This is an optimization exercise on Yosys and OpenROAD, whose aim is small area and a short achievable clock period, not a production implementation.
Where RTL was checked, it was by simulation tests only, not by an equivalence proof against the original.
Power and IR drop assume default switching activity.

Setup of run 1:
## CPU
module CPU(
	input logic clk,
	input logic [15:0] inM,
	input logic [15:0] instruction,
	input logic reset,
	output logic [15:0] outM,
	output logic writeM,
	output logic [14:0] addressM,
	output logic [14:0] pc
);
Size in the first run: about 400 cells after synthesis.
clock: 12.5 ns
lec_check: 0
cap_margin: 20
core_margin: 2
core_utilization: 40
setup_slack_margin: 4.75
slew_margin: 20
standard.sh (not shown) runs the stock make flow with config.mk's settings and CLKGATE_MAP_FILE= SYNTH_SCRIPT=/design/flow/synth_recipe.tcl, a recipe that flattens the netlist after the stock synthesis.
==> flow/flow/run.sh <==
#!/bin/bash
# Layout flow: the standard ORFS flow (standard.sh) with two changes:
#  - synthesis maps the logic with the ABC script in flow/abc.script
#    (ORFS's synth.tcl otherwise unchanged; same -nofsm -noshare, flatten and renames)
#  - port buffers are sky130_fd_sc_hd__buf_1 instead of the default choice
set -euo pipefail
W=$PWD
sed "s#log_cmd abc {\*}\$abc_args#log_cmd abc {*}[lreplace \$abc_args 1 1 $W/flow/abc.script]#" \
  "$FLOW_HOME/scripts/synth.tcl" > "$W/synth_custom.tcl"
grep -q "flow/abc.script" "$W/synth_custom.tcl"
sed "s#\$::env(SCRIPTS_DIR)/synth.tcl#$W/synth_custom.tcl#" synth_recipe.tcl > "$W/synth_top.tcl"
grep -q "synth_custom.tcl" "$W/synth_top.tcl"
EXTRA=()
if [[ -f flow/make_args.txt ]]; then mapfile -t EXTRA < <(grep -v '^\s*$' flow/make_args.txt); fi
bash standard.sh SYNTH_SCRIPT="$W/synth_top.tcl" \
  "BUFFER_PORTS_ARGS=-buffer_cell sky130_fd_sc_hd__buf_1" "${EXTRA[@]}" finish > "$W/flow.log" 2>&1
==> flow/flow/abc.script <==
strash; dch; map -a; topo; stime -c
==> flow/flow/make_args.txt <==
SYNTH_KEEP_MODULES=hk_inv hk_and2 hk_nand2 hk_nor2 hk_nand3 hk_xor2 hk_xnor2 hk_aoi22 hk_aoi21 hk_oai21 hk_o22ai
CTS_ARGS=-sink_clustering_enable -repair_clock_nets -dont_use_dummy_load
SETUP_MOVE_SEQUENCE=sizeup,swap
### run 1 -> run 2
- a change of SETUP_SLACK_MARGIN from 4.75 to 4.5
-- flow/flow/make_args.txt --
<<< run 1, line 3
SETUP_MOVE_SEQUENCE=sizeup,swap
>>> run 2, line 3
CORE_UTILIZATION=60
PLACE_DENSITY=0.75
- Looking at detailed-routed wire length on met2, run 2 sits below run 1.
- Run 1 has a lower initial core utilization than run 2.
- Summary of the comparison: pin slew with the least headroom to its limit is lower in run 2, relative to run 1.
- Across both runs, post-layout minimum cycle time was lower for run 2 than for run 1.
- From run 1 to run 2 the numbers moved as follows: part of the total power dissipated in combinational logic shrank by 3.7 points; routed wire length dropped 7.4%; area overhead of the layout relative to synthesis went down 12 points.
- Final setup slack of the worst path, run 2 and run 1, lower one = run 1.
- First-pass GRT wire length delta for run 2 relative to run 1: 550 microns lower
- For run 2, the cell with the biggest individual delay on the critical path was xor2_1, unlike run 1, where it was xor2_4.
For run 3, these inputs were changed with respect to run 2:
-- flow/flow/make_args.txt --
<<< run 2, line 3
CORE_UTILIZATION=60
PLACE_DENSITY=0.75
>>> run 3, line 3
### Flow results
Comparing run 3 with run 2, the clock network area share came out essentially unchanged.
Side by side, routing usage on met3 turned out lower in run 3 than in run 2.
Run 3 gives more wire length than run 2 did.
When run 3 is set beside run 2, its die area turns out to be 47% larger.
Fmax went up slightly going from run 2 to run 3.
[compare] base=run 2 new=run 3: final critical-path share of the clock period decreased by 0.50 points relative to the old numbers; wire length of the first global-routing pass increased by 260 microns relative to the old numbers.
diff inputs: run 3 => run 4
-- flow/flow/make_args.txt --
<<< run 3, line 3
>>> run 4, line 3
CORE_UTILIZATION=65
PLACE_DENSITY=0.8
## What came out
- Sort run 4 and run 3 by die span in y asc -> top: run 4
- Compared with run 3, run 4 shows a lower final area.
- Delta (run 4 minus run 3): worst setup slack fell 27 ps; total length of routed met2 wires fell 1.2%; number of signal-net buffers in the layout fell about 1.1%; number of tapcells fell about 33%; via count rose 96.
- Of the two values seen for capturing instance or port of the critical path, outM[10] was produced by run 4 and outM[12] by run 3.
The following lists how run 5 was set up differently from run 4:
-- flow/flow/make_args.txt --
<<< run 4, line 3
CORE_UTILIZATION=65
PLACE_DENSITY=0.8
>>> run 5, line 3
DONT_USE_CELLS=sky130_fd_sc_hd__probe_p_8 sky130_fd_sc_hd__probec_p_8 sky130_fd_sc_hd__lpflow_bleeder_1 sky130_fd_sc_hd__lpflow_clkbufkapwr_1 sky130_fd_sc_hd__lpflow_clkbufkapwr_16 sky130_fd_sc_hd__lpflow_clkbufkapwr_2 sky130_fd_sc_hd__lpflow_clkbufkapwr_4 sky130_fd_sc_hd__lpflow_clkbufkapwr_8 sky130_fd_sc_hd__lpflow_clkinvkapwr_1 sky130_fd_sc_hd__lpflow_clkinvkapwr_16 sky130_fd_sc_hd__lpflow_clkinvkapwr_2 sky130_fd_sc_hd__lpflow_clkinvkapwr_4 sky130_fd_sc_hd__lpflow_clkinvkapwr_8 sky130_fd_sc_hd__lpflow_decapkapwr_12 sky130_fd_sc_hd__lpflow_decapkapwr_3 sky130_fd_sc_hd__lpflow_decapkapwr_4 sky130_fd_sc_hd__lpflow_decapkapwr_6 sky130_fd_sc_hd__lpflow_decapkapwr_8 sky130_fd_sc_hd__lpflow_inputiso0n_1 sky130_fd_sc_hd__lpflow_inputiso0p_1 sky130_fd_sc_hd__lpflow_inputiso1n_1 sky130_fd_sc_hd__lpflow_inputiso1p_1 sky130_fd_sc_hd__lpflow_inputisolatch_1 sky130_fd_sc_hd__lpflow_isobufsrc_1 sky130_fd_sc_hd__lpflow_isobufsrc_16 sky130_fd_sc_hd__lpflow_isobufsrc_2 sky130_fd_sc_hd__lpflow_isobufsrc_4 sky130_fd_sc_hd__lpflow_isobufsrc_8 sky130_fd_sc_hd__lpflow_isobufsrckapwr_16 sky130_fd_sc_hd__lpflow_lsbuf_lh_hl_isowell_tap_1 sky130_fd_sc_hd__lpflow_lsbuf_lh_hl_isowell_tap_2 sky130_fd_sc_hd__lpflow_lsbuf_lh_hl_isowell_tap_4 sky130_fd_sc_hd__lpflow_lsbuf_lh_isowell_4 sky130_fd_sc_hd__lpflow_lsbuf_lh_isowell_tap_1 sky130_fd_sc_hd__lpflow_lsbuf_lh_isowell_tap_2 sky130_fd_sc_hd__lpflow_lsbuf_lh_isowell_tap_4  sky130_fd_sc_hd__o21ai_0 sky130_fd_sc_hd__a21boi_0 sky130_fd_sc_hd__and2_0 sky130_fd_sc_hd__or2_0 sky130_fd_sc_hd__o311ai_0
## What came out
Run 5 vs. run 4: post-CTS setup buffer count went up by 4.
The sequential share of layout area of run 5 falls short of that of run 4 by 1.6 points.
From run 4 to run 5 the numbers moved as follows: power now sits higher; final area grew by 5.0%; worst hold slack grew by 25 ps.

* * *

CPU, a different RTL version from the one above (not shown whole).
Size: ~340 cells after synthesis, roughly 47 flip-flops, roughly 81 I/O pins.
Design CPU, start of the top module:
module CPU(
	input logic clk,
	input logic [15:0] inM,
	input logic [15:0] instruction,
	input logic reset,
	output logic [15:0] outM,
	output logic writeM,
	output logic [14:0] addressM,
	output logic [14:0] pc
);
	logic [15:0] A, D;
	logic [14:0] PC;
	wire c  = instruction[15];
	wire am = instruction[12];
	wire zx = instruction[11];
	wire nx = instruction[10];
	wire zy = instruction[9];
	wire ny = instruction[8];
	wire f  = instruction[7];
	wire no = instruction[6];
	wire nxo = nx ^ no;
	wire nyo = ny ^ no;
	wire kn1 = ~(f | no);
	wire kd = ~zx;
	wire ki = ~c;
	wire kA = ~am & ~zy;
	wire kM = am & ~zy;
	wire cinn = ~(f & no);
	logic dn0;
	logic xa0;
	logic x0;
	logic ymn0;
	logic ya0;
	logic y0;
	logic gn0;
	logic gfn0;
	logic pn0;
	logic q0;
	logic dn1;
	logic xa1;
	logic x1;
	logic ymn1;
	logic ya1;
	logic y1;
	logic gn1;
	logic gfn1;
	logic pn1;
	logic q1;
	logic dn2;
	logic xa2;
	logic x2;
	logic ymn2;
	logic ya2;
	logic y2;
	logic gn2;
	logic gfn2;
	logic pn2;
	logic q2;
	logic dn3;
	logic xa3;
	logic x3;
	logic ymn3;
	logic ya3;
	logic y3;
	logic gn3;
	logic gfn3;
	logic pn3;
	logic q3;
	logic dn4;
	logic xa4;
	logic x4;
	logic ymn4;
	logic ya4;
	logic y4;
	logic gn4;
	logic gfn4;
	logic pn4;
	logic q4;
	logic dn5;
	logic xa5;
	logic x5;
	logic ymn5;
	logic ya5;
	logic y5;
	logic gn5;
	logic gfn5;
	logic pn5;
	logic q5;
	logic dn6;
	logic xa6;
	logic x6;
	logic ymn6;
	logic ya6;
	logic y6;
	logic gn6;
	logic gfn6;
	logic pn6;
	logic q6;
	logic dn7;
	logic xa7;
	logic x7;
	logic ymn7;
	logic ya7;
	logic y7;
	logic gn7;
	logic gfn7;
	logic pn7;
	logic q7;
	logic dn8;
	logic xa8;
	logic x8;
	logic ymn8;
	logic ya8;
	logic y8;
	logic gn8;
	logic gfn8;
	logic pn8;
	logic q8;
  ...
Settings: LEC_CHECK=0, CAP_MARGIN=20, CORE_MARGIN=2, CORE_UTILIZATION=40, SETUP_SLACK_MARGIN=4.5, SLEW_MARGIN=20; clock period 12.5 ns.
==> flow/flow/make_args.txt <==
SYNTH_KEEP_MODULES=hk_inv hk_a22o hk_and2 hk_nand2 hk_nor2 hk_nand3 hk_xor2 hk_xnor2 hk_aoi22 hk_aoi21 hk_oai21 hk_o22ai
CTS_ARGS=-sink_clustering_enable -repair_clock_nets -dont_use_dummy_load
Scripts as last shown in full above: flow/flow/run.sh, flow/flow/abc.script
Then changed:
--- a/flow/flow/make_args.txt
+++ b/flow/flow/make_args.txt
@@ -2 +2,3 @@
 CTS_ARGS=-sink_clustering_enable -repair_clock_nets -dont_use_dummy_load
+CORE_UTILIZATION=55
+PLACE_DENSITY=0.7
Synthesized cell count does not change.
Final area fell by 2.1%.
Cell count came out lower by 6.1%.
Routed wire length drops by 9.2%.
Area after synthesis is unchanged.
First-iteration DRC count rises by 20%.
Via count is about the same.
Then changed:
--- a/flow/flow/make_args.txt
+++ b/flow/flow/make_args.txt
@@ -2,3 +2 @@
 CTS_ARGS=-sink_clustering_enable -repair_clock_nets -dont_use_dummy_load
-CORE_UTILIZATION=55
-PLACE_DENSITY=0.7
SETUP_SLACK_MARGIN = 4.25   (was 4.5)
The changed run went through all stages and came out clean; total power barely changes; final area climbs slightly; clock-buffer cell count is unchanged; worst setup slack degrades by 0.14 ns; sequential cell count is unchanged; sequential share of layout area drops by 0.45 points; die area climbs by a quarter to a third; wire length climbs by a few percent.
Function was not checked in any run of this note: the RTL went through the layout flow alone.

* * *

Setup of JK:
Another version of the RTL of CPU (not shown whole).
For scale: roughly 81 I/O pins, ~0.0034 mm2 of cells after synthesis.
clock: 12.5 ns
lec_check: 0
cap_margin: 20
core_margin: 2
core_utilization: 40
setup_slack_margin: 4.5
slew_margin: 20
==> flow/flow/make_args.txt <==
SYNTH_KEEP_MODULES=hk_inv hk_nand2 hk_nor2 hk_nand3 hk_xor2 hk_xnor2 hk_mux2i hk_aoi21 hk_oai21 hk_o22ai
CTS_ARGS=-sink_clustering_enable -repair_clock_nets -dont_use_dummy_load -buf_list sky130_fd_sc_hd__clkbuf_16 -sink_clustering_size 50 -sink_clustering_max_diameter 500
Scripts as last shown in full above: flow/flow/run.sh, flow/flow/abc.script
JK completed every stage of the flow, and the final layout passed the timing, design-rule and antenna checks.
What MS does differently from JK at the input level:
- changing SETUP_SLACK_MARGIN from 4.5 to 5
==> flow/flow/make_args.txt <==
SYNTH_KEEP_MODULES=hk_inv hk_nand2 hk_nor2 hk_nand3 hk_xor2 hk_xnor2 hk_mux2i hk_aoi21 hk_oai21 hk_o22ai
CTS_ARGS=-sink_clustering_enable -repair_clock_nets -dont_use_dummy_load
--- outcome ---
Compared with JK, in MS global-route usage rose 0.75 points, total power rose 2.2%, via count rose 2.7%, final area rose 6.8%, hold slack rose 16 ps.
In MS relative to JK, count of non-CTS buffers in the layout had gone up by more than 10%.
The startpoint of the worst setup timing path comes out instruction[6] in one run and instruction[10] in the other, namely in MS and JK respectively.
Compare JK and MS | share of the core filled with cells lower: JK
Comparing JK against MS, there is no change at all in cell count after placement.
Input changes introduced in AL (baseline for comparison: MS):
- changing SETUP_SLACK_MARGIN from 5 to 4.5
==> flow/flow/make_args.txt <==
SYNTH_KEEP_MODULES=hk_inv hk_nand2 hk_nor2 hk_nand3 hk_xor2 hk_xnor2 hk_mux2i hk_aoi21 hk_oai21 hk_o22ai
CTS_ARGS=-sink_clustering_enable -repair_clock_nets -dont_use_dummy_load -buf_list sky130_fd_sc_hd__clkbuf_8 -sink_clustering_size 30 -sink_clustering_max_diameter 200
[summary]
- Hold-fix buffer count after cts: MS vs AL identical
- Looking at post-detailed-placement cell area, AL sits 0.59% lower than MS does.
- STATUS worst slack after detailed placement: AL loses against MS
- Taking MS as the reference, in AL worst hold slack down 10 ps; final cell area excluding filler cells shrank by 7.2%.
- The run showing the greater relative max-transition margin is AL.
- AL vs MS on final period utilization: AL is the higher one.
- The average vias per placed instance reported for AL is smaller than that of MS by 1.4%.
- Cmp AL vs MS: worst path setup slack after routing lower in AL
### AL -> TR
==> flow/flow/make_args.txt <==
SYNTH_KEEP_MODULES=hk_inv hk_nand2 hk_nor2 hk_nand3 hk_xor2 hk_xnor2 hk_mux2i hk_aoi21 hk_oai21 hk_o22ai
CTS_ARGS=-sink_clustering_enable -repair_clock_nets -dont_use_dummy_load
==> comparison <==
Comparing AL with TR, the antenna diode count came out essentially unchanged. Looking at AL and TR, the post-synthesis adder-cell area fraction is a wash. Compared with AL, in TR hold slack held steady, share of async-settable or async-resettable flops after synthesis held steady. As far as number of nets produced by synthesis is concerned, TR and AL perform about the same. From TR to AL, synthesized cell area did not move at all. Reported for AL and TR, non-clock buffer count turned out identical to the last digit. Net total in the final layout: TR vs AL identical. AL -> TR: minimum clock period delta 0, exact match. Per the comparison of TR with AL, sequential power share essentially unchanged; latest clock arrival within the worst-skew pair essentially unchanged.
Function was not checked in any run of this note: the RTL went through the layout flow alone.

* * *

## indigo
Another version of the RTL of CPU (not shown whole).
Size in the first run: ~450 cells after synthesis, about 47 flip-flops, about 3500 sq um of cells after synthesis.
==> flow/config.mk <==
export PLATFORM = sky130hd
export DESIGN_NAME = CPU
export DESIGN_NICKNAME = CPU
export VERILOG_FILES = /design/flow/design.v
export SDC_FILE = /design/flow/constraint.sdc
export NUM_CORES = 4
export LEC_CHECK = 0
export CAP_MARGIN = 20
export CORE_MARGIN = 2
export CORE_UTILIZATION = 40
export SETUP_SLACK_MARGIN = 4.0
export SLEW_MARGIN = 20
==> flow/constraint.sdc <==
create_clock -name core_clock -period 12.5 [get_ports {clk}]
set_input_delay 2.5000 -clock core_clock [delete_from_list [all_inputs] [get_ports {clk}]]
set_output_delay 2.5000 -clock core_clock [all_outputs]
set_load 0.01 [all_outputs]
==> flow/flow/make_args.txt <==
Scripts as last shown in full above: flow/flow/run.sh, flow/flow/abc.script
No stage failed in indigo, and the final checks on the layout all came back clean.
What quartz does differently from indigo at the input level:
- a change of SETUP_SLACK_MARGIN from 4.0 to 4.5
==> flow/flow/make_args.txt <==
ADDER_MAP_FILE=
--- outcome ---
From indigo to quartz the numbers moved as follows: wire length shows an increase of about 2.5%, fraction of power spent switching nets has decreased, count of multi-input gates increased 12, layout overhead on the synthesized area rose 8.2 points. quartz: routed length on met3 higher than indigo. Worst setup slack improves in quartz relative to indigo. Against indigo, hold slack in quartz came out better.
No run of this note included a check of the RTL's function; only the layout flow was run.

* * *

== harbor ==
Another version of the RTL of CPU (not shown whole).
For scale: about 81 I/O pins, ~3600 sq um of cells after synthesis.
==> flow/config.mk <==
export PLATFORM = sky130hd
export DESIGN_NAME = CPU
export DESIGN_NICKNAME = CPU
export VERILOG_FILES = /design/flow/design.v
export SDC_FILE = /design/flow/constraint.sdc
export NUM_CORES = 4
export LEC_CHECK = 0
export CAP_MARGIN = 20
export CORE_MARGIN = 2
export CORE_UTILIZATION = 40
export SETUP_SLACK_MARGIN = 4.5
export SLEW_MARGIN = 20
==> flow/constraint.sdc <==
create_clock -name core_clock -period 12.5 [get_ports {clk}]
set_input_delay 2.5000 -clock core_clock [delete_from_list [all_inputs] [get_ports {clk}]]
set_output_delay 2.5000 -clock core_clock [all_outputs]
set_load 0.01 [all_outputs]
==> flow/flow/make_args.txt <==
SYNTH_KEEP_MODULES=hk_inv hk_nand2 hk_nor2 hk_nand3 hk_xor2 hk_xnor2 hk_mux2i hk_aoi21 hk_oai21
CTS_ARGS=-sink_clustering_enable -repair_clock_nets -dont_use_dummy_load
Scripts as last shown in full above: flow/flow/run.sh, flow/flow/abc.script
Input changes introduced in lagoon (baseline for comparison: harbor):
Settings: SETUP_SLACK_MARGIN now 5, was 4.5.
==> flow/flow/make_args.txt <==
SYNTH_KEEP_MODULES=hk_inv hk_nand2 hk_nor2 hk_nand3 hk_xor2 hk_xnor2 hk_mux2i hk_aoi21 hk_oai21
### Flow results
- In the metrics for harbor and lagoon, the one carrying the higher via count of the first global-routing pass is lagoon.
- On sequential share of layout area: lagoon sits below harbor.
- Final critical-path setup slack in lagoon vs harbor: up 380 ps
- Final total power delta (lagoon − harbor): unfavourable
The following lists how zinc was set up differently from lagoon:
==> flow/flow/make_args.txt <==
SYNTH_KEEP_MODULES=hk_inv hk_nand2 hk_nor2 hk_nand3 hk_xor2 hk_xnor2 hk_mux2i hk_aoi21 hk_oai21
CTS_ARGS=-sink_clustering_enable -repair_clock_nets -dont_use_dummy_load
RECOVER_POWER=100
Notes after the runs:
lagoon → zinc: maximum frequency shrank by 15%; fraction of layout instances using a drive strength above 1 saw a decrease; clock network fraction of total power lost 3.8 points. Going from lagoon to zinc, the power per unit of standard cell area was found to have gone down by about 4%. Relative to lagoon, the total power measured on zinc has decreased by a few percent. zinc: design area is about 2.6% lower than what lagoon reported. Taking zinc over lagoon, the internal power ratio works out to 0.916. When zinc is set beside lagoon, its global-route track usage on met3 turns out to be 0.64 points smaller.
The inputs of fjord differ from those of zinc as listed below.
Settings: SETUP_SLACK_MARGIN changed from 5 to 4.5.
==> flow/flow/make_args.txt <==
SYNTH_KEEP_MODULES=hk_inv hk_nand2 hk_nor2 hk_nand3 hk_xor2 hk_xnor2 hk_mux2i hk_aoi21 hk_oai21
RECOVER_POWER=100
## What came out
fjord: done, clean on timing, DRC and antenna. Compared with zinc, fjord shows a higher clock share of power. Cmp fjord vs zinc: number of fill cells in the layout higher in fjord. Diff fjord..zinc | sequential cell area fraction in the yosys report | unchanged. Compared with zinc, in fjord total chip power has increased; worst setup slack -72 ps. Comparing fjord and zinc, length of the first detailed-routing pass in iterations is higher on fjord.
Input-level comparison between ember and fjord:
==> flow/flow/make_args.txt <==
SYNTH_KEEP_MODULES=hk_inv hk_nand2 hk_nor2 hk_nand3 hk_xor2 hk_xnor2 hk_mux2i hk_aoi21 hk_oai21
SETUP_SLACK_MARGIN=5.5
[summary]
ember finished all stages; the layout is clean.
ember packs its core tighter than fjord.
Going from fjord to ember, routed wirelength normalized by instance count has increased; setup slack went up; worst-skew pair later-pin latency essentially unchanged.
| minimum hold slack | higher: ember |
NOTE: global-route met3 utilization in ember falls short of that of fjord
Function was not checked in any run of this note: the RTL went through the layout flow alone.

[re-timing with driven ports]
No port has a modelled driver above. Below, the same layouts with a new extraction and two added sets of constraints.
Step 1 sets driving cells, clkbuf_16 on the clock port and buf_2 on the other inputs (assumed; they add their load-dependent delay and slew).
Step 2 times the ports against the registers' clock, not the clock port: input delays grow and output delays shrink by t, the midpoint of the rising clock arrivals with the driver on.
a / b / c = ideal / step 1 / step 2; a / b = the first two.
| run | t, ns | slack for setup (ns) | worst hold slack (ns) | latest minus earliest clock arrival (ns) |
|---|---|---|---|---|
| run 1 | 0.324 | 4.686 / 4.635 / 4.635 | 0.515 / 0.515 / 0.515 | 0.007 / 0.007 |
| run 2 | 0.321 | 4.692 / 4.667 / 4.667 | 0.506 / 0.506 / 0.506 | 0.017 / 0.016 |
| run 3 | 0.324 | 4.754 / 4.724 / 4.724 | 0.516 / 0.516 / 0.516 | 0.008 / 0.007 |
| run 4 | 0.324 | 4.727 / 4.704 / 4.704 | 0.508 / 0.508 / 0.508 | 0.019 / 0.019 |
| run 5 | 0.326 | 4.749 / 4.727 / 4.727 | 0.533 / 0.533 / 0.533 | 0.008 / 0.008 |
| the first run of note 2 | 0.320 | 4.698 / 4.667 / 4.667 | 0.524 / 0.524 / 0.524 | 0.023 / 0.022 |
| the second run of note 2 | 0.318 | 4.634 / 4.612 / 4.612 | 0.515 / 0.515 / 0.515 | 0.019 / 0.019 |
| the third run of note 2 | 0.322 | 4.496 / 4.466 / 4.466 | 0.520 / 0.520 / 0.520 | 0.020 / 0.019 |
| JK | 0.323 | 4.792 / 4.770 / 4.770 | 0.516 / 0.516 / 0.516 | 0.009 / 0.009 |
| MS | 0.321 | 5.124 / 5.081 / 5.081 | 0.533 / 0.533 / 0.533 | 0.025 / 0.024 |
| AL | 0.325 | 4.783 / 4.759 / 4.759 | 0.522 / 0.522 / 0.522 | 0.013 / 0.013 |
| TR | 0.325 | 4.783 / 4.759 / 4.759 | 0.522 / 0.522 / 0.522 | 0.013 / 0.013 |
| indigo | 0.336 | 4.225 / 4.203 / 4.203 | 0.516 / 0.516 / 0.516 | 0.013 / 0.012 |
| quartz | 0.332 | 4.704 / 4.677 / 4.677 | 0.540 / 0.540 / 0.540 | 0.008 / 0.009 |
| harbor | 0.338 | 4.759 / 4.737 / 4.737 | 0.517 / 0.517 / 0.517 | 0.025 / 0.025 |
| lagoon | 0.342 | 5.143 / 5.104 / 5.104 | 0.517 / 0.517 / 0.517 | 0.009 / 0.009 |
| zinc | 0.336 | 3.807 / 3.775 / 3.775 | 0.517 / 0.517 / 0.517 | 0.022 / 0.022 |
| fjord | 0.345 | 3.735 / 3.707 / 3.707 | 0.517 / 0.517 / 0.517 | 0.013 / 0.013 |
| ember | 0.340 | 5.385 / 5.282 / 5.282 | 0.529 / 0.529 / 0.529 | 0.004 / 0.004 |
After both steps every run listed still meets setup and hold. For ember, which loses most, drivers alone change the setup slack by -0.103 ns; drivers and shift together by -0.103 ns.
